From an optimization exercise on the open Yosys and OpenROAD flow, aimed at small area and a short achievable clock period; shortcuts taken in it are not production practice.
Function was not checked in any run shown here: the RTL went through the layout flow alone.

## flow/design.v (module list and top-level ports; edited modules follow where they fit)
// module full_adder: 10 lines
// module final_adder: 244 lines
// module fp32_unpacker: 20 lines
// module fp32_aligner: 18 lines
// module wallace_tree_8_inputs: 507 lines
// module fp32_normalizer_rounder: 664 lines
// module fp32_packer: 14 lines
// module fp32_adder_tree_8_inputs: 851 lines
module fp32_adder_tree_8_inputs (
    input wire clk,
    input wire rst_n,
    input wire [127:0] dvr_fp32addtree8to1_s0,
    input wire [127:0] dvr_fp32addtree8to1_s1,
    input wire [2:0] cru_fp32addtree8to1,
    output wire [127:0] dr_fp32addtree8to1_d
);
  // ...
==> flow/flow/run.sh <==
#!/bin/bash
# Layout flow: ORFS, with two changes to its synthesis script and a setup
# margin for timing repair.
#  - synthesis: Yosys's generic synth step runs without its quick ABC pass, so
#    the full adders written in the RTL reach extract_fa as written (no
#    inverters around them); the final ABC mapping uses flow/abc.script.
#  - layout: standard steps; repair_timing aims at SETUP_SLACK_MARGIN; the
#    port buffers are the platform's smallest buffer.
# Each tool's output goes to ORFS's own logs (orfs/logs/...); make's output to flow.log.
set -euo pipefail
HERE=$(pwd)
FL=$HERE/flow
source $FL/params.sh
sed -e 's#^source \$::env(SCRIPTS_DIR)/synth_preamble.tcl#&\nset abc_args [lreplace $abc_args 1 1 '"$FL"'/abc.script]#' \
    -e 's#synth -top \$::env(DESIGN_NAME) -run fine: {\*}\$synth_full_args#& -noabc#' \
    $FLOW_HOME/scripts/synth.tcl > $HERE/my_synth.tcl
grep -q -- '-noabc' $HERE/my_synth.tcl
grep -q 'abc.script\]' $HERE/my_synth.tcl
sed -e "s#source \$::env(SCRIPTS_DIR)/synth.tcl#source $HERE/my_synth.tcl#" synth_recipe.tcl > my_synth_recipe.tcl
grep -q my_synth.tcl my_synth_recipe.tcl
sed -e "s#SYNTH_SCRIPT=[^ ]*#SYNTH_SCRIPT=$HERE/my_synth_recipe.tcl#" standard.sh > my_standard.sh
grep -q my_synth_recipe.tcl my_standard.sh
export SETUP_SLACK_MARGIN=$MARGIN
# every port still gets a buffer, the smallest one
export BUFFER_PORTS_ARGS="${PORTBUF:--buffer_cell sky130_fd_sc_hd__buf_1}"
bash my_standard.sh finish > flow.log 2>&1
==> flow/flow/abc.script <==
strash
dch
map -B 0.9
topo
mfs
strash
dch
map -B 0.9
topo
mfs
strash
dch
map -B 0.9
topo
stime -c
buffer -c
upsize -c
dnsize -c
==> flow/flow/params.sh <==
MARGIN=42

==> flow/standard.sh <==
#!/bin/bash
# synth_recipe.tcl (not shown) runs the flow's synth.tcl, then flattens the netlist and writes it again
# the make line also repeats each setting of config.mk as NAME=value (left out here)
make -C /OpenROAD-flow-scripts/flow DESIGN_CONFIG=/design/flow/config.mk WORK_HOME=/design/flow/orfs CLKGATE_MAP_FILE= SYNTH_SCRIPT=/design/flow/synth_recipe.tcl "${@:-finish}"
==> flow/config.mk <==
export PLATFORM = sky130hd
export DESIGN_NAME = fp32_adder_tree_8_inputs
export DESIGN_NICKNAME = fp32_adder_tree_8_inputs
export VERILOG_FILES = /design/flow/design.v
export SDC_FILE = /design/flow/constraint.sdc
export NUM_CORES = 8
export LEC_CHECK = 0
export ABC_AREA = 1
export CAP_MARGIN = 20
export CORE_MARGIN = 2
export CORE_UTILIZATION = 40
export SLEW_MARGIN = 20
==> flow/constraint.sdc <==
create_clock -name core_clock -period 64.0 [get_ports {clk}]
set_input_delay 12.8000 -clock core_clock [delete_from_list [all_inputs] [get_ports {clk}]]
set_output_delay 12.8000 -clock core_clock [all_outputs]
set_load 0.01 [all_outputs]
==> results.ini, run 1 <==
[setup_path]
endpoint = row_a_q[4]$_DFF_P_
criticalPathCategory = input pin to flop
cp-startpoint = dvr_fp32addtree8to1_s1[42]
cp-end-kind = flop
cp_top_family = adder cells

[final_layout]
drive_above_1_share_pct = 6.71
multi_input_area_share_pct = 78.1
fillers = 9110
inverters_excl_clock = 648
seq_cell_count = 86
stdcell_count = 6977
regMostFlops = row_a_q
design_area_um2 = 36600
largest_reg_flops = 36
layout.nonclk_buf_share_pct = 5.85

[synth]
synth_simple_gate_area_share_pct = 37.9
yosysTopAreaCell = nand2_1
synthXorXnorAreaFrac_pct = 8.94
ys.flop_type = dfxtp_1
synth_edf_count = 0
async_flop_share_pct = 1.16
synth-compound-area-share_pct = 16.0
synth_top_cell_area_share_pct = 19.1
synth_commonest_cells = nand2_1, o21ai_0, inv_1, nor2_1, nand3_1
synthAdderAreaFrac_pct = 18.9
synth_top_family_by_area = simple AND/OR/NAND/NOR gates
synthDistinctLibCells = 63

[die]
start_util_pct = 40.5
ioPinCount = 389
num_tap_cells = 1070

[routing]
via_per_inst = 5.44
top_layer = met5

[timing]
clock.fmax_mhz = 46.4
setup_viol = 0
maxSlewHeadroom_pct = 28.3
holdWs_ns = 12.18

[job]
drv_cap = 0

[placed_design]
globalplace.congestion = 1.04

[global_routing]
antenna_found_initial = 6

[outcome]
status = finished clean

==> run 2, diff against run 1 <==
--- a/flow/design.v
+++ b/flow/design.v
@@ -1554,17 +1554,17 @@
     wire mx_44 = mx_36 | (mx_37 & mx_17);
     wire mx_45 = mx_37 & mx_9;
     wire mx_46 = mx_38 | (mx_39 & mx_18);
     wire mx_47 = mx_39 & mx_19;
     wire mx_48 = mx_40 | (mx_41 & mx_32);
     wire mx_49 = mx_41 & mx_33;
     wire mx_50 = mx_42 | (mx_43 & mx_34);
     wire mx_51 = mx_43 & mx_35;
-    wire [7:0] mx0_0 = mx_50 ? x0 : x1;
+    wire [7:0] m0 = mx_50 ? x0 : x1;
     wire mx_52 = x2[0] & ~x3[0];
     wire mx_53 = x2[1] & ~x3[1];
     wire mx_54 = x2[2] & ~x3[2];
     wire mx_55 = x2[3] & ~x3[3];
     wire mx_56 = x2[4] & ~x3[4];
     wire mx_57 = x2[5] & ~x3[5];
     wire mx_58 = x2[6] & ~x3[6];
     wire mx_59 = x2[7] & ~x3[7];
@@ -1606,17 +1606,17 @@
     wire mx_95 = mx_87 | (mx_88 & mx_68);
     wire mx_96 = mx_88 & mx_60;
     wire mx_97 = mx_89 | (mx_90 & mx_69);
     wire mx_98 = mx_90 & mx_70;
     wire mx_99 = mx_91 | (mx_92 & mx_83);
     wire mx_100 = mx_92 & mx_84;
     wire mx_101 = mx_93 | (mx_94 & mx_85);
     wire mx_102 = mx_94 & mx_86;
-    wire [7:0] mx0_1 = mx_101 ? x2 : x3;
+    wire [7:0] m1 = mx_101 ? x2 : x3;
     wire mx_103 = x4[0] & ~x5[0];
     wire mx_104 = x4[1] & ~x5[1];
     wire mx_105 = x4[2] & ~x5[2];
     wire mx_106 = x4[3] & ~x5[3];
     wire mx_107 = x4[4] & ~x5[4];
     wire mx_108 = x4[5] & ~x5[5];
     wire mx_109 = x4[6] & ~x5[6];
     wire mx_110 = x4[7] & ~x5[7];
@@ -1658,17 +1658,17 @@
     wire mx_146 = mx_138 | (mx_139 & mx_119);
     wire mx_147 = mx_139 & mx_111;
     wire mx_148 = mx_140 | (mx_141 & mx_120);
     wire mx_149 = mx_141 & mx_121;
     wire mx_150 = mx_142 | (mx_143 & mx_134);
     wire mx_151 = mx_143 & mx_135;
     wire mx_152 = mx_144 | (mx_145 & mx_136);
     wire mx_153 = mx_145 & mx_137;
-    wire [7:0] mx0_2 = mx_152 ? x4 : x5;
+    wire [7:0] m2 = mx_152 ? x4 : x5;
     wire mx_154 = x6[0] & ~x7[0];
     wire mx_155 = x6[1] & ~x7[1];
     wire mx_156 = x6[2] & ~x7[2];
     wire mx_157 = x6[3] & ~x7[3];
     wire mx_158 = x6[4] & ~x7[4];
     wire mx_159 = x6[5] & ~x7[5];
     wire mx_160 = x6[6] & ~x7[6];
     wire mx_161 = x6[7] & ~x7[7];
@@ -1710,33 +1710,33 @@
     wire mx_197 = mx_189 | (mx_190 & mx_170);
     wire mx_198 = mx_190 & mx_162;
     wire mx_199 = mx_191 | (mx_192 & mx_171);
     wire mx_200 = mx_192 & mx_172;
     wire mx_201 = mx_193 | (mx_194 & mx_185);
     wire mx_202 = mx_194 & mx_186;
     wire mx_203 = mx_195 | (mx_196 & mx_187);
     wire mx_204 = mx_196 & mx_188;
-    wire [7:0] mx0_3 = mx_203 ? x6 : x7;
-    wire mx_205 = mx0_0[0] & ~mx0_1[0];
-    wire mx_206 = mx0_0[1] & ~mx0_1[1];
-    wire mx_207 = mx0_0[2] & ~mx0_1[2];
-    wire mx_208 = mx0_0[3] & ~mx0_1[3];
-    wire mx_209 = mx0_0[4] & ~mx0_1[4];
-    wire mx_210 = mx0_0[5] & ~mx0_1[5];
-    wire mx_211 = mx0_0[6] & ~mx0_1[6];
-    wire mx_212 = mx0_0[7] & ~mx0_1[7];
-    wire mx_213 = mx0_0[0] | ~mx0_1[0];
-    wire mx_214 = mx0_0[1] | ~mx0_1[1];
-    wire mx_215 = mx0_0[2] | ~mx0_1[2];
-    wire mx_216 = mx0_0[3] | ~mx0_1[3];
-    wire mx_217 = mx0_0[4] | ~mx0_1[4];
-    wire mx_218 = mx0_0[5] | ~mx0_1[5];
-    wire mx_219 = mx0_0[6] | ~mx0_1[6];
-    wire mx_220 = mx0_0[7] | ~mx0_1[7];
+    wire [7:0] m3 = mx_203 ? x6 : x7;
+    wire mx_205 = m0[0] & ~m1[0];
+    wire mx_206 = m0[1] & ~m1[1];
+    wire mx_207 = m0[2] & ~m1[2];
+    wire mx_208 = m0[3] & ~m1[3];
+    wire mx_209 = m0[4] & ~m1[4];
+    wire mx_210 = m0[5] & ~m1[5];
+    wire mx_211 = m0[6] & ~m1[6];
+    wire mx_212 = m0[7] & ~m1[7];
+    wire mx_213 = m0[0] | ~m1[0];
+    wire mx_214 = m0[1] | ~m1[1];
+    wire mx_215 = m0[2] | ~m1[2];
+    wire mx_216 = m0[3] | ~m1[3];
+    wire mx_217 = m0[4] | ~m1[4];
+    wire mx_218 = m0[5] | ~m1[5];
+    wire mx_219 = m0[6] | ~m1[6];
+    wire mx_220 = m0[7] | ~m1[7];
     wire mx_221 = mx_205 | (mx_213 & 1'b1);
     wire mx_222 = mx_206 | (mx_214 & mx_221);
     wire mx_223 = mx_214 & mx_213;
     wire mx_224 = mx_207 | (mx_215 & mx_206);
     wire mx_225 = mx_215 & mx_214;
     wire mx_226 = mx_208 | (mx_216 & mx_207);
     wire mx_227 = mx_216 & mx_215;
     wire mx_228 = mx_209 | (mx_217 & mx_208);
@@ -1762,33 +1762,32 @@
     wire mx_248 = mx_240 | (mx_241 & mx_221);
     wire mx_249 = mx_241 & mx_213;
     wire mx_250 = mx_242 | (mx_243 & mx_222);
     wire mx_251 = mx_243 & mx_223;
     wire mx_252 = mx_244 | (mx_245 & mx_236);
     wire mx_253 = mx_245 & mx_237;
     wire mx_254 = mx_246 | (mx_247 & mx_238);
     wire mx_255 = mx_247 & mx_239;
-    wire [7:0] mx1_0 = mx_254 ? mx0_0 : mx0_1;
-    wire mx_256 = mx0_2[0] & ~mx0_3[0];
-    wire mx_257 = mx0_2[1] & ~mx0_3[1];
-    wire mx_258 = mx0_2[2] & ~mx0_3[2];
-    wire mx_259 = mx0_2[3] & ~mx0_3[3];
-    wire mx_260 = mx0_2[4] & ~mx0_3[4];
-    wire mx_261 = mx0_2[5] & ~mx0_3[5];
-    wire mx_262 = mx0_2[6] & ~mx0_3[6];
-    wire mx_263 = mx0_2[7] & ~mx0_3[7];
-    wire mx_264 = mx0_2[0] | ~mx0_3[0];
-    wire mx_265 = mx0_2[1] | ~mx0_3[1];
-    wire mx_266 = mx0_2[2] | ~mx0_3[2];
-    wire mx_267 = mx0_2[3] | ~mx0_3[3];
-    wire mx_268 = mx0_2[4] | ~mx0_3[4];
-    wire mx_269 = mx0_2[5] | ~mx0_3[5];
-    wire mx_270 = mx0_2[6] | ~mx0_3[6];
-    wire mx_271 = mx0_2[7] | ~mx0_3[7];
+    wire mx_256 = m0[0] & ~m2[0];
+    wire mx_257 = m0[1] & ~m2[1];
+    wire mx_258 = m0[2] & ~m2[2];
+    wire mx_259 = m0[3] & ~m2[3];
+    wire mx_260 = m0[4] & ~m2[4];
+    wire mx_261 = m0[5] & ~m2[5];
+    wire mx_262 = m0[6] & ~m2[6];
+    wire mx_263 = m0[7] & ~m2[7];
+    wire mx_264 = m0[0] | ~m2[0];
+    wire mx_265 = m0[1] | ~m2[1];
+    wire mx_266 = m0[2] | ~m2[2];
+    wire mx_267 = m0[3] | ~m2[3];
+    wire mx_268 = m0[4] | ~m2[4];
+    wire mx_269 = m0[5] | ~m2[5];
+    wire mx_270 = m0[6] | ~m2[6];
+    wire mx_271 = m0[7] | ~m2[7];
     wire mx_272 = mx_256 | (mx_264 & 1'b1);
     wire mx_273 = mx_257 | (mx_265 & mx_272);
     wire mx_274 = mx_265 & mx_264;
     wire mx_275 = mx_258 | (mx_266 & mx_257);
     wire mx_276 = mx_266 & mx_265;
     wire mx_277 = mx_259 | (mx_267 & mx_258);
     wire mx_278 = mx_267 & mx_266;
     wire mx_279 = mx_260 | (mx_268 & mx_259);
@@ -1814,33 +1813,32 @@
     wire mx_299 = mx_291 | (mx_292 & mx_272);
     wire mx_300 = mx_292 & mx_264;
     wire mx_301 = mx_293 | (mx_294 & mx_273);
     wire mx_302 = mx_294 & mx_274;
     wire mx_303 = mx_295 | (mx_296 & mx_287);
     wire mx_304 = mx_296 & mx_288;
     wire mx_305 = mx_297 | (mx_298 & mx_289);
     wire mx_306 = mx_298 & mx_290;
-    wire [7:0] mx1_1 = mx_305 ? mx0_2 : mx0_3;
-    wire mx_307 = mx1_0[0] & ~mx1_1[0];
-    wire mx_308 = mx1_0[1] & ~mx1_1[1];
-    wire mx_309 = mx1_0[2] & ~mx1_1[2];
-    wire mx_310 = mx1_0[3] & ~mx1_1[3];
-    wire mx_311 = mx1_0[4] & ~mx1_1[4];
-    wire mx_312 = mx1_0[5] & ~mx1_1[5];
-    wire mx_313 = mx1_0[6] & ~mx1_1[6];
-    wire mx_314 = mx1_0[7] & ~mx1_1[7];
-    wire mx_315 = mx1_0[0] | ~mx1_1[0];
-    wire mx_316 = mx1_0[1] | ~mx1_1[1];
-    wire mx_317 = mx1_0[2] | ~mx1_1[2];
-    wire mx_318 = mx1_0[3] | ~mx1_1[3];
-    wire mx_319 = mx1_0[4] | ~mx1_1[4];
-    wire mx_320 = mx1_0[5] | ~mx1_1[5];
-    wire mx_321 = mx1_0[6] | ~mx1_1[6];
-    wire mx_322 = mx1_0[7] | ~mx1_1[7];
+    wire mx_307 = m0[0] & ~m3[0];
+    wire mx_308 = m0[1] & ~m3[1];
+    wire mx_309 = m0[2] & ~m3[2];
+    wire mx_310 = m0[3] & ~m3[3];
+    wire mx_311 = m0[4] & ~m3[4];
+    wire mx_312 = m0[5] & ~m3[5];
+    wire mx_313 = m0[6] & ~m3[6];
+    wire mx_314 = m0[7] & ~m3[7];
+    wire mx_315 = m0[0] | ~m3[0];
+    wire mx_316 = m0[1] | ~m3[1];
+    wire mx_317 = m0[2] | ~m3[2];
+    wire mx_318 = m0[3] | ~m3[3];
+    wire mx_319 = m0[4] | ~m3[4];
+    wire mx_320 = m0[5] | ~m3[5];
+    wire mx_321 = m0[6] | ~m3[6];
+    wire mx_322 = m0[7] | ~m3[7];
     wire mx_323 = mx_307 | (mx_315 & 1'b1);
     wire mx_324 = mx_308 | (mx_316 & mx_323);
     wire mx_325 = mx_316 & mx_315;
     wire mx_326 = mx_309 | (mx_317 & mx_308);
     wire mx_327 = mx_317 & mx_316;
     wire mx_328 = mx_310 | (mx_318 & mx_309);
     wire mx_329 = mx_318 & mx_317;
     wire mx_330 = mx_311 | (mx_319 & mx_310);
@@ -1866,18 +1864,174 @@
     wire mx_350 = mx_342 | (mx_343 & mx_323);
     wire mx_351 = mx_343 & mx_315;
     wire mx_352 = mx_344 | (mx_345 & mx_324);
     wire mx_353 = mx_345 & mx_325;
     wire mx_354 = mx_346 | (mx_347 & mx_338);
     wire mx_355 = mx_347 & mx_339;
     wire mx_356 = mx_348 | (mx_349 & mx_340);
     wire mx_357 = mx_349 & mx_341;
-    wire [7:0] mx2_0 = mx_356 ? mx1_0 : mx1_1;
-    wire [7:0] emax = mx2_0;
+    wire mx_358 = m1[0] & ~m2[0];
+    wire mx_359 = m1[1] & ~m2[1];
+    wire mx_360 = m1[2] & ~m2[2];
+    wire mx_361 = m1[3] & ~m2[3];
+    wire mx_362 = m1[4] & ~m2[4];
+    wire mx_363 = m1[5] & ~m2[5];
+    wire mx_364 = m1[6] & ~m2[6];
+    wire mx_365 = m1[7] & ~m2[7];
+    wire mx_366 = m1[0] | ~m2[0];
+    wire mx_367 = m1[1] | ~m2[1];
+    wire mx_368 = m1[2] | ~m2[2];
+    wire mx_369 = m1[3] | ~m2[3];
+    wire mx_370 = m1[4] | ~m2[4];
+    wire mx_371 = m1[5] | ~m2[5];
+    wire mx_372 = m1[6] | ~m2[6];
+    wire mx_373 = m1[7] | ~m2[7];
+    wire mx_374 = mx_358 | (mx_366 & 1'b1);
+    wire mx_375 = mx_359 | (mx_367 & mx_374);
+    wire mx_376 = mx_367 & mx_366;
+    wire mx_377 = mx_360 | (mx_368 & mx_359);
+    wire mx_378 = mx_368 & mx_367;
+    wire mx_379 = mx_361 | (mx_369 & mx_360);
+    wire mx_380 = mx_369 & mx_368;
+    wire mx_381 = mx_362 | (mx_370 & mx_361);
+    wire mx_382 = mx_370 & mx_369;
+    wire mx_383 = mx_363 | (mx_371 & mx_362);
+    wire mx_384 = mx_371 & mx_370;
+    wire mx_385 = mx_364 | (mx_372 & mx_363);
+    wire mx_386 = mx_372 & mx_371;
+    wire mx_387 = mx_365 | (mx_373 & mx_364);
+    wire mx_388 = mx_373 & mx_372;
+    wire mx_389 = mx_377 | (mx_378 & mx_374);
+    wire mx_390 = mx_378 & mx_366;
+    wire mx_391 = mx_379 | (mx_380 & mx_375);
+    wire mx_392 = mx_380 & mx_376;
+    wire mx_393 = mx_381 | (mx_382 & mx_377);
+    wire mx_394 = mx_382 & mx_378;
+    wire mx_395 = mx_383 | (mx_384 & mx_379);
+    wire mx_396 = mx_384 & mx_380;
+    wire mx_397 = mx_385 | (mx_386 & mx_381);
+    wire mx_398 = mx_386 & mx_382;
+    wire mx_399 = mx_387 | (mx_388 & mx_383);
+    wire mx_400 = mx_388 & mx_384;
+    wire mx_401 = mx_393 | (mx_394 & mx_374);
+    wire mx_402 = mx_394 & mx_366;
+    wire mx_403 = mx_395 | (mx_396 & mx_375);
+    wire mx_404 = mx_396 & mx_376;
+    wire mx_405 = mx_397 | (mx_398 & mx_389);
+    wire mx_406 = mx_398 & mx_390;
+    wire mx_407 = mx_399 | (mx_400 & mx_391);
+    wire mx_408 = mx_400 & mx_392;
+    wire mx_409 = m1[0] & ~m3[0];
+    wire mx_410 = m1[1] & ~m3[1];
+    wire mx_411 = m1[2] & ~m3[2];
+    wire mx_412 = m1[3] & ~m3[3];
+    wire mx_413 = m1[4] & ~m3[4];
+    wire mx_414 = m1[5] & ~m3[5];
+    wire mx_415 = m1[6] & ~m3[6];
+    wire mx_416 = m1[7] & ~m3[7];
+    wire mx_417 = m1[0] | ~m3[0];
+    wire mx_418 = m1[1] | ~m3[1];
+    wire mx_419 = m1[2] | ~m3[2];
+    wire mx_420 = m1[3] | ~m3[3];
+    wire mx_421 = m1[4] | ~m3[4];
+    wire mx_422 = m1[5] | ~m3[5];
+    wire mx_423 = m1[6] | ~m3[6];
+    wire mx_424 = m1[7] | ~m3[7];
+    wire mx_425 = mx_409 | (mx_417 & 1'b1);
+    wire mx_426 = mx_410 | (mx_418 & mx_425);
+    wire mx_427 = mx_418 & mx_417;
+    wire mx_428 = mx_411 | (mx_419 & mx_410);
+    wire mx_429 = mx_419 & mx_418;
+    wire mx_430 = mx_412 | (mx_420 & mx_411);
+    wire mx_431 = mx_420 & mx_419;
+    wire mx_432 = mx_413 | (mx_421 & mx_412);
+    wire mx_433 = mx_421 & mx_420;
+    wire mx_434 = mx_414 | (mx_422 & mx_413);
+    wire mx_435 = mx_422 & mx_421;
+    wire mx_436 = mx_415 | (mx_423 & mx_414);
+    wire mx_437 = mx_423 & mx_422;
+    wire mx_438 = mx_416 | (mx_424 & mx_415);
+    wire mx_439 = mx_424 & mx_423;
+    wire mx_440 = mx_428 | (mx_429 & mx_425);
+    wire mx_441 = mx_429 & mx_417;
+    wire mx_442 = mx_430 | (mx_431 & mx_426);
+    wire mx_443 = mx_431 & mx_427;
+    wire mx_444 = mx_432 | (mx_433 & mx_428);
+    wire mx_445 = mx_433 & mx_429;
+    wire mx_446 = mx_434 | (mx_435 & mx_430);
+    wire mx_447 = mx_435 & mx_431;
+    wire mx_448 = mx_436 | (mx_437 & mx_432);
+    wire mx_449 = mx_437 & mx_433;
+    wire mx_450 = mx_438 | (mx_439 & mx_434);
+    wire mx_451 = mx_439 & mx_435;
+    wire mx_452 = mx_444 | (mx_445 & mx_425);
+    wire mx_453 = mx_445 & mx_417;
+    wire mx_454 = mx_446 | (mx_447 & mx_426);
+    wire mx_455 = mx_447 & mx_427;
+    wire mx_456 = mx_448 | (mx_449 & mx_440);
+    wire mx_457 = mx_449 & mx_441;
+    wire mx_458 = mx_450 | (mx_451 & mx_442);
+    wire mx_459 = mx_451 & mx_443;
+    wire mx_460 = m2[0] & ~m3[0];
+    wire mx_461 = m2[1] & ~m3[1];
+    wire mx_462 = m2[2] & ~m3[2];
+    wire mx_463 = m2[3] & ~m3[3];
+    wire mx_464 = m2[4] & ~m3[4];
+    wire mx_465 = m2[5] & ~m3[5];
+    wire mx_466 = m2[6] & ~m3[6];
+    wire mx_467 = m2[7] & ~m3[7];
+    wire mx_468 = m2[0] | ~m3[0];
+    wire mx_469 = m2[1] | ~m3[1];
+    wire mx_470 = m2[2] | ~m3[2];
+    wire mx_471 = m2[3] | ~m3[3];
+    wire mx_472 = m2[4] | ~m3[4];
+    wire mx_473 = m2[5] | ~m3[5];
+    wire mx_474 = m2[6] | ~m3[6];
+    wire mx_475 = m2[7] | ~m3[7];
+    wire mx_476 = mx_460 | (mx_468 & 1'b1);
+    wire mx_477 = mx_461 | (mx_469 & mx_476);
+    wire mx_478 = mx_469 & mx_468;
+    wire mx_479 = mx_462 | (mx_470 & mx_461);
+    wire mx_480 = mx_470 & mx_469;
+    wire mx_481 = mx_463 | (mx_471 & mx_462);
+    wire mx_482 = mx_471 & mx_470;
+    wire mx_483 = mx_464 | (mx_472 & mx_463);
+    wire mx_484 = mx_472 & mx_471;
+    wire mx_485 = mx_465 | (mx_473 & mx_464);
+    wire mx_486 = mx_473 & mx_472;
+    wire mx_487 = mx_466 | (mx_474 & mx_465);
+    wire mx_488 = mx_474 & mx_473;
+    wire mx_489 = mx_467 | (mx_475 & mx_466);
+    wire mx_490 = mx_475 & mx_474;
+    wire mx_491 = mx_479 | (mx_480 & mx_476);
+    wire mx_492 = mx_480 & mx_468;
+    wire mx_493 = mx_481 | (mx_482 & mx_477);
+    wire mx_494 = mx_482 & mx_478;
+    wire mx_495 = mx_483 | (mx_484 & mx_479);
+    wire mx_496 = mx_484 & mx_480;
+    wire mx_497 = mx_485 | (mx_486 & mx_481);
+    wire mx_498 = mx_486 & mx_482;
+    wire mx_499 = mx_487 | (mx_488 & mx_483);
+    wire mx_500 = mx_488 & mx_484;
+    wire mx_501 = mx_489 | (mx_490 & mx_485);
+    wire mx_502 = mx_490 & mx_486;
+    wire mx_503 = mx_495 | (mx_496 & mx_476);
+    wire mx_504 = mx_496 & mx_468;
+    wire mx_505 = mx_497 | (mx_498 & mx_477);
+    wire mx_506 = mx_498 & mx_478;
+    wire mx_507 = mx_499 | (mx_500 & mx_491);
+    wire mx_508 = mx_500 & mx_492;
+    wire mx_509 = mx_501 | (mx_502 & mx_493);
+    wire mx_510 = mx_502 & mx_494;
+    wire w0 = mx_254 & mx_305 & mx_356;
+    wire w1 = ~mx_254 & mx_407 & mx_458;
+    wire w2 = ~mx_305 & ~mx_407 & mx_509;
+    wire w3 = ~mx_356 & ~mx_458 & ~mx_509;
+    wire [7:0] emax = ({8{w0}} & m0) | ({8{w1}} & m1) | ({8{w2}} & m2) | ({8{w3}} & m3);
     wire [7:0] dif [0:7];
     wire [7:0] nx0 = ~ex[0];
     wire [7:0] d0;
     wire df_1 = emax[0] & nx0[0];
     wire df_2 = emax[1] & nx0[1];
     wire df_3 = emax[2] & nx0[2];
     wire df_4 = emax[3] & nx0[3];
     wire df_5 = emax[4] & nx0[4];
@@ -2280,49 +2434,39 @@
             fp32_aligner a (
                 .sign(sgn[i]), .hidden(hid[i]), .mantissa(man[i]),
                 .diff(dif[i]),
                 .aligned(aligned[32*i +: 32]));
         end
     endgenerate
     wire [35:0] row_a, row_b, sum;
     wallace_tree_8_inputs tree (.data_in(aligned), .sgn(sgn), .row_a(row_a), .row_b(row_b));
-    reg [35:0] row_a_q;
-    reg [35:0] row_b_q;
-    reg [7:0] emax_q;
-    reg nan_q;
-    reg inf_q;
-    reg ninf_q;
-    reg allneg_q;
-    reg valid_q;
-    reg [1:0] seg_q;
-    always @(posedge clk or negedge rst_n) begin
-        if (!rst_n) valid_q <= 1'b0;
-        else valid_q <= cru_fp32addtree8to1[2];
-    end
-    always @(posedge clk) begin
-        row_a_q <= row_a;
-        row_b_q <= row_b;
-        emax_q <= emax;
-        nan_q <= res_nan;
-        inf_q <= res_inf;
-        ninf_q <= ninf;
-        allneg_q <= all_neg;
-        seg_q <= cru_fp32addtree8to1[1:0];
-    end
-    wire [35:0] sum_q;
-    final_adder cpa (.a(row_a_q), .b(row_b_q), .sum(sum_q));
-    wire neg = sum_q[35];
-    wire [34:0] mag = sum_q[34:0] ^ {35{neg}};
+    final_adder cpa (.a(row_a), .b(row_b), .sum(sum));
+    wire neg = sum[35];
+    wire [34:0] mag = sum[34:0] ^ {35{neg}};
     wire zero = ~|mag;
-    wire sign = zero ? allneg_q : neg;
+    wire sign = zero ? all_neg : neg;
     wire [30:0] res;
     wire overflow;
-    fp32_normalizer_rounder nr (.raw(sum_q[34:0]), .neg(neg), .exp_in(emax_q), .res(res), .overflow(overflow));
+    fp32_normalizer_rounder nr (.raw(sum[34:0]), .neg(neg), .exp_in(emax), .res(res), .overflow(overflow));
     wire [31:0] fp_sum_result;
-    fp32_packer pk (.res_nan(nan_q), .res_inf(inf_q), .inf_sign(ninf_q),
+    fp32_packer pk (.res_nan(res_nan), .res_inf(res_inf), .inf_sign(ninf),
                     .overflow(overflow), .sign(sign), .res(res), .fp_out(fp_sum_result));
+    reg [31:0] sum_qn;
+    reg        valid_q;
+    reg [1:0]  seg_q;
+    always @(posedge clk or negedge rst_n) begin
+        if (!rst_n) begin
+            sum_qn  <= 32'b0;
+            valid_q <= 1'b0;
+            seg_q   <= 2'b0;
+        end else begin
+            sum_qn  <= ~fp_sum_result;
+            valid_q <= cru_fp32addtree8to1[2];
+            seg_q   <= cru_fp32addtree8to1[1:0];
+        end
+    end
     assign dr_fp32addtree8to1_d = {
-        {32{valid_q & (seg_q == 2'b11)}} & fp_sum_result,
-        {32{valid_q & (seg_q == 2'b10)}} & fp_sum_result,
-        {32{valid_q & (seg_q == 2'b01)}} & fp_sum_result,
-        {32{valid_q & (seg_q == 2'b00)}} & fp_sum_result};
+        {32{valid_q & (seg_q == 2'b11)}} & ~sum_qn,
+        {32{valid_q & (seg_q == 2'b10)}} & ~sum_qn,
+        {32{valid_q & (seg_q == 2'b01)}} & ~sum_qn,
+        {32{valid_q & (seg_q == 2'b00)}} & ~sum_qn};
 endmodule
==> flow/flow/abc.script (replaced) <==
strash
dch
map -B 0.9
mfs
strash
dch
map -B 0.9
topo
stime -c
buffer -c
upsize -c
dnsize -c
==> flow/flow/params.sh (replaced) <==
MARGIN=37
==> flow/flow/recover.tcl (new file) <==
# Sourced by ORFS after global routing (POST_GLOBAL_ROUTE_TCL), with the
# global-route parasitics estimated.
# Area recovery: try each upsized cell at smaller drive strengths and keep the
# change if the worst setup slack does not get worse, the cell's own worst slack
# stays at least REC_GUARD ns above it, and no slew/capacitance check fails.
proc rec_wns {} { return [expr {[sta::worst_slack_cmd max] * 1e9}] }
proc rec_inst_slack {iname} {
  set s 1e30
  foreach p [get_pins -of_objects [get_cells $iname]] {
    set v [get_property $p slack_max]
    if {$v ne "" && $v < $s} { set s $v }
  }
  return $s
}
set guard [expr {[info exists ::env(REC_GUARD)] ? $::env(REC_GUARD) : 1.0}]
set db [ord::get_db]
set block [ord::get_db_block]
set wns0 [rec_wns]
set viol0 [expr {[sta::max_slew_violation_count] + [sta::max_capacitance_violation_count]}]
puts "recover: start WNS $wns0 viol $viol0 guard $guard"
set masters {}
foreach lib [$db getLibs] { foreach m [$lib getMasters] { lappend masters [$m getName] } }
set tried 0; set changed 0
foreach inst [$block getInsts] {
  set mname [[$inst getMaster] getName]
  if {![regexp {^sky130_fd_sc_hd__(.+)_(\d+)$} $mname -> base drv]} continue
  if {$drv <= 1} continue
  if {[regexp {^(df|sdf|edf|dl|clk|tap|fill|decap|conb|lpflow|probe)} $base]} continue
  set iname [$inst getName]
  if {[rec_inst_slack $iname] < $wns0 + $guard} continue
  set cands {}
  foreach d {0 1 2 4 6 8 12 16} {
    if {$d >= $drv} break
    set c "sky130_fd_sc_hd__${base}_$d"
    if {[lsearch -exact $masters $c] >= 0} { lappend cands $c }
  }
  foreach c $cands {
    incr tried
    replace_cell $iname $c
    set w [rec_wns]
    set v [expr {[sta::max_slew_violation_count] + [sta::max_capacitance_violation_count]}]
    if {$w >= $wns0 - 1e-6 && $v <= $viol0 && [rec_inst_slack $iname] >= $wns0 + $guard} { incr changed; break }
    replace_cell $iname $mname
  }
}
puts "recover: tried $tried changed $changed WNS [rec_wns]"
==> results.ini, run 2 <==
[routing]
via_per_inst = 5.56  ; was 5.44
wirelength_met1_um = 59000  ; was 59500 um
vias = 39054  ; was 37.9k
drc_errors = 0  ; unchanged
ant_nets = 0  ; unchanged
drt_pass1_iterations = 8  ; was 7
first_iter_violations = 3325  ; was 3317
wl_met2_um = 66200  ; was 64500 um
top_layer = met5  ; unchanged
routed_wl_um = 143000  ; was 139000 um
wl_met3_um = 9140  ; was 7650 um
wl_per_cell_um = 20.3  ; was 19.9 um

[die]
die_h_um = 289  ; was 293 um
ioPinCount = 389  ; unchanged
start_util_pct = 40.4  ; was 40.5%
die_area_um2 = 83700  ; was 85800 um2
core_area_um2 = 80500  ; was 82400 um2
fp.dieW_um = 289  ; was 293 um
rows = 104  ; was 105

[synth]
synth_nets = 6235  ; was 6295
synth_top_cell_area_share_pct = 18.1  ; was 19.1%
syn_avg_cell_area_um2 = 5.81  ; was 5.89 um2
ys.flop_type = dfrtp_1  ; was dfxtp_1
yosysWarnings = 1  ; unchanged
synth_commonest_cells = nand2_1, o21ai_0, nor2_1, inv_1, nand3_1  ; was nand2_1, o21ai_0, inv_1, nor2_1, nand3_1
ys_ff_latch = 35  ; was 86
synth_edf_count = 0  ; unchanged
synth.most_common_cell = nand2_1  ; unchanged
async_flop_share_pct = 100  ; was 1.16%
ys_top_cells_by_area = nand2_1, fa_1, o21ai_0  ; unchanged
netlist_area_um2 = 32600  ; was 33400 um2
synthCells = 5609  ; was 5669
synthDistinctLibCells = 65  ; was 63
yosysTopAreaCell = nand2_1  ; unchanged
seq_area_frac_synth_pct = 2.69  ; was 5.17%

[setup_path]
slowest_delay_ns = 0.61  ; about the same
required_ns = 64.14  ; was 64.25 ns
worstPathMaxFanout = 20  ; was 27
path_common_cell = nand2_1  ; unchanged
crit_arrival_ns = 26.50  ; was 21.82 ns
cp-end-kind = flop  ; unchanged
critPathSlowestCell = fa_1  ; unchanged
cp-start-kind = input pin  ; unchanged
criticalPathCategory = input pin to flop  ; unchanged

[final_layout]
design_area_um2 = 37700  ; was 36600 um2
post-route-util_pct = 46.8  ; was 44.4%
layout_common_cells = nand2_1, o21ai_0, nor2_1  ; was nand2_1, o21ai_0, inv_1
fin_nets = 6587  ; was 6527
regMostFlops = sum_qn  ; was row_a_q
final_common_cell = nand2_1  ; unchanged
reg_top3 = sum_qn x32, seg_q x2, valid_q x1  ; was row_a_q x36, row_b_q x35, emax_q x8
area_growth_pct = 15.7  ; was 9.50%
largest_reg_flops = 32  ; was 36
drive_above_1_share_pct = 11.8  ; was 6.71%

[global_routing]
grt_pass1_wl_um = 206000  ; was 207000 um
grt-ovfl-total = 0  ; unchanged
grtUsageTotal_pct = 31.7  ; was 31.0%
grt_pass1_vias = 35028  ; was 34.8k
grt_start_max_net_pins = 41  ; was 45
antenna_found_initial = 3  ; was 6

[clock_network]
cts_setup_buffers = 23  ; was 6
htree_num_levels = 2  ; was 3
cts_tree = done  ; unchanged
clkTransAtPathRegs_ns = 0.05  ; was 0.07 ns
holdBufCountCts = 0  ; unchanged
cts.sinks = 35  ; was 86
post_cts_resized = 116  ; was 53
clockBufferDepth = 2  ; unchanged
cts_buffers = 5  ; was 9
clockRootBuffer = clkbuf_16  ; unchanged

[hold_path]
hold_path.class = input pin to asynchronous set/reset pin  ; unchanged

[timing]
maxSlewHeadroom_pct = 21.9  ; was 28.3%
setup_viol = 0  ; unchanged
finalMaxSlewViolations = 0  ; unchanged
fin_tns_setup_ns = 0  ; unchanged
fin_crit_ns = 26.36  ; was 21.57 ns
clock.fmax_mhz = 37.9  ; was 46.4 MHz
setup_ws_ns = 37.64  ; was 42.43 ns
fin_crit_sh_pct = 41.2  ; was 33.7%
tightest_slew_ns = 1.16  ; was 1.07 ns
finalHoldViolations = 0  ; unchanged

[job]
drv_cap = 0  ; unchanged

[outcome]
status = finished clean  ; unchanged

[placed_design]
dp.final_hpwl_um = 118000  ; was 119000 um
globalplace.congestion = 1.07  ; was 1.04
io_buffer_count = 388  ; unchanged
placed_area_um2 = 34500  ; was 35400 um2
dp_slack_ns = 34.85  ; was 39.32 ns

==> run 2: changes by cell type in the layout (fill, tap and decap cells not counted), sizes merged, moves of 54 or more <==
cell / before / now
a21oi: 110 / 192
a22oi: 70 / 16
inv: 624 / 496
nor2: 515 / 629
buf: 463 / 550
nand2: 1748 / 1629
o21ai: 667 / 753
dfxtp: 85 / 0
==> run 2: cell families after synthesis <==
group	after synthesis	synth area share [%]
adder cells (fa/ha/maj)	365	19.4
AO/OA/AOI/OAI	1074	17.5
multiplexers	98	3.01
AND/OR/NAND/NOR	2880	38.1
flip-flops	35	2.69
buffers and inverters	805	9.80
XOR/XNOR	352	9.47
==> run 2: metal layers <==
layer / GRT usage (%) / up-vias
met1: 41.0 / 18142
met4: 13.4 / 6
li1: - / 18990
met2: 54.0 / 1580
met3: 2.90 / 336
met5: 0 / -
==> run 2: layout make-up <==
| type | count | area, um2 |
|---|---|---|
| repair inverters | 22 | 158 |
| repair buffers | 593 | 3340 |
| well taps | 1060 | 1330 |
| fillers | 8805 | 42900 |
| flip-flops and latches | 35 | 876 |
| multi-input cells | 4773 | 29700 |
| inverters | 531 | 2160 |
| clock inverters | 1 | 5.00 |
| diodes | 2 | 5.00 |
| clock buffers | 6 | 139 |
==> run 2: worst max-delay path: cells and delay by family <==
family / cells / cell delay, ns
XOR/XNOR: 2 / 0.52
AO/OA/AOI/OAI: 12 / 2.19
AND/OR/NAND/NOR: 56 / 5.84
adder cells (fa/ha/maj): 8 / 3.66
buffers and inverters: 10 / 1.43
==> run 2: path summary, 6_finish.rpt <==
check	from	endpoint	slack [ns]	depth (start not counted)
min	rst_n	sum_qn[1]$_DFF_PN0_	12.62	1
max	dvr_fp32addtree8to1_s1[122]	sum_qn[5]$_DFF_PN0_	37.64	88
min in group core_clock	cru_fp32addtree8to1[0]	seg_q[0]$_DFF_PN0_	12.62	1
max in group asynchronous	rst_n	sum_qn[28]$_DFF_PN0_	50.86	1
==> run 2: metrics by stage <==
| step | hold WS, ns | cells |
|---|---|---|
| finish | 12.62 | 7023 |
| CTS | 12.62 | 6867 |
| detailed placement | 12.90 | 6825 |
| global placement | 12.90 | 6824 |
| floorplan | 12.50 | 5609 |

[separate check: timing with driven ports]
The flow's constraints put no driver on any port. The routed layouts listed below were extracted and timed again, unchanged, in two steps. Step 1 assumes that a clkbuf_16 drives the clock port and a buf_2 every other input. Step 2 times the ports against the registers' clock, not the clock port: input delays grow and output delays shrink by t, the midpoint of the rising clock arrivals with the driver on. a / b / c = ideal / step 1 / step 2; a / b = the first two.
| run | shift t [ns] | slack for setup (ns) | hold WS [ns] | pins driven straight from the clock port |
|---|---|---|---|---|
| run 1 | 0.418 | 42.433 / 42.461 / 42.043 | 12.177 / 12.154 / 12.572 | 1 |
| run 2 | 0.310 | 37.638 / 37.649 / 37.338 | 12.620 / 12.621 / 12.931 | 1 |
After both steps every run listed still meets setup and hold. For run 1, which loses most, drivers alone change the setup slack by +0.028 ns; drivers and shift together by -0.390 ns.
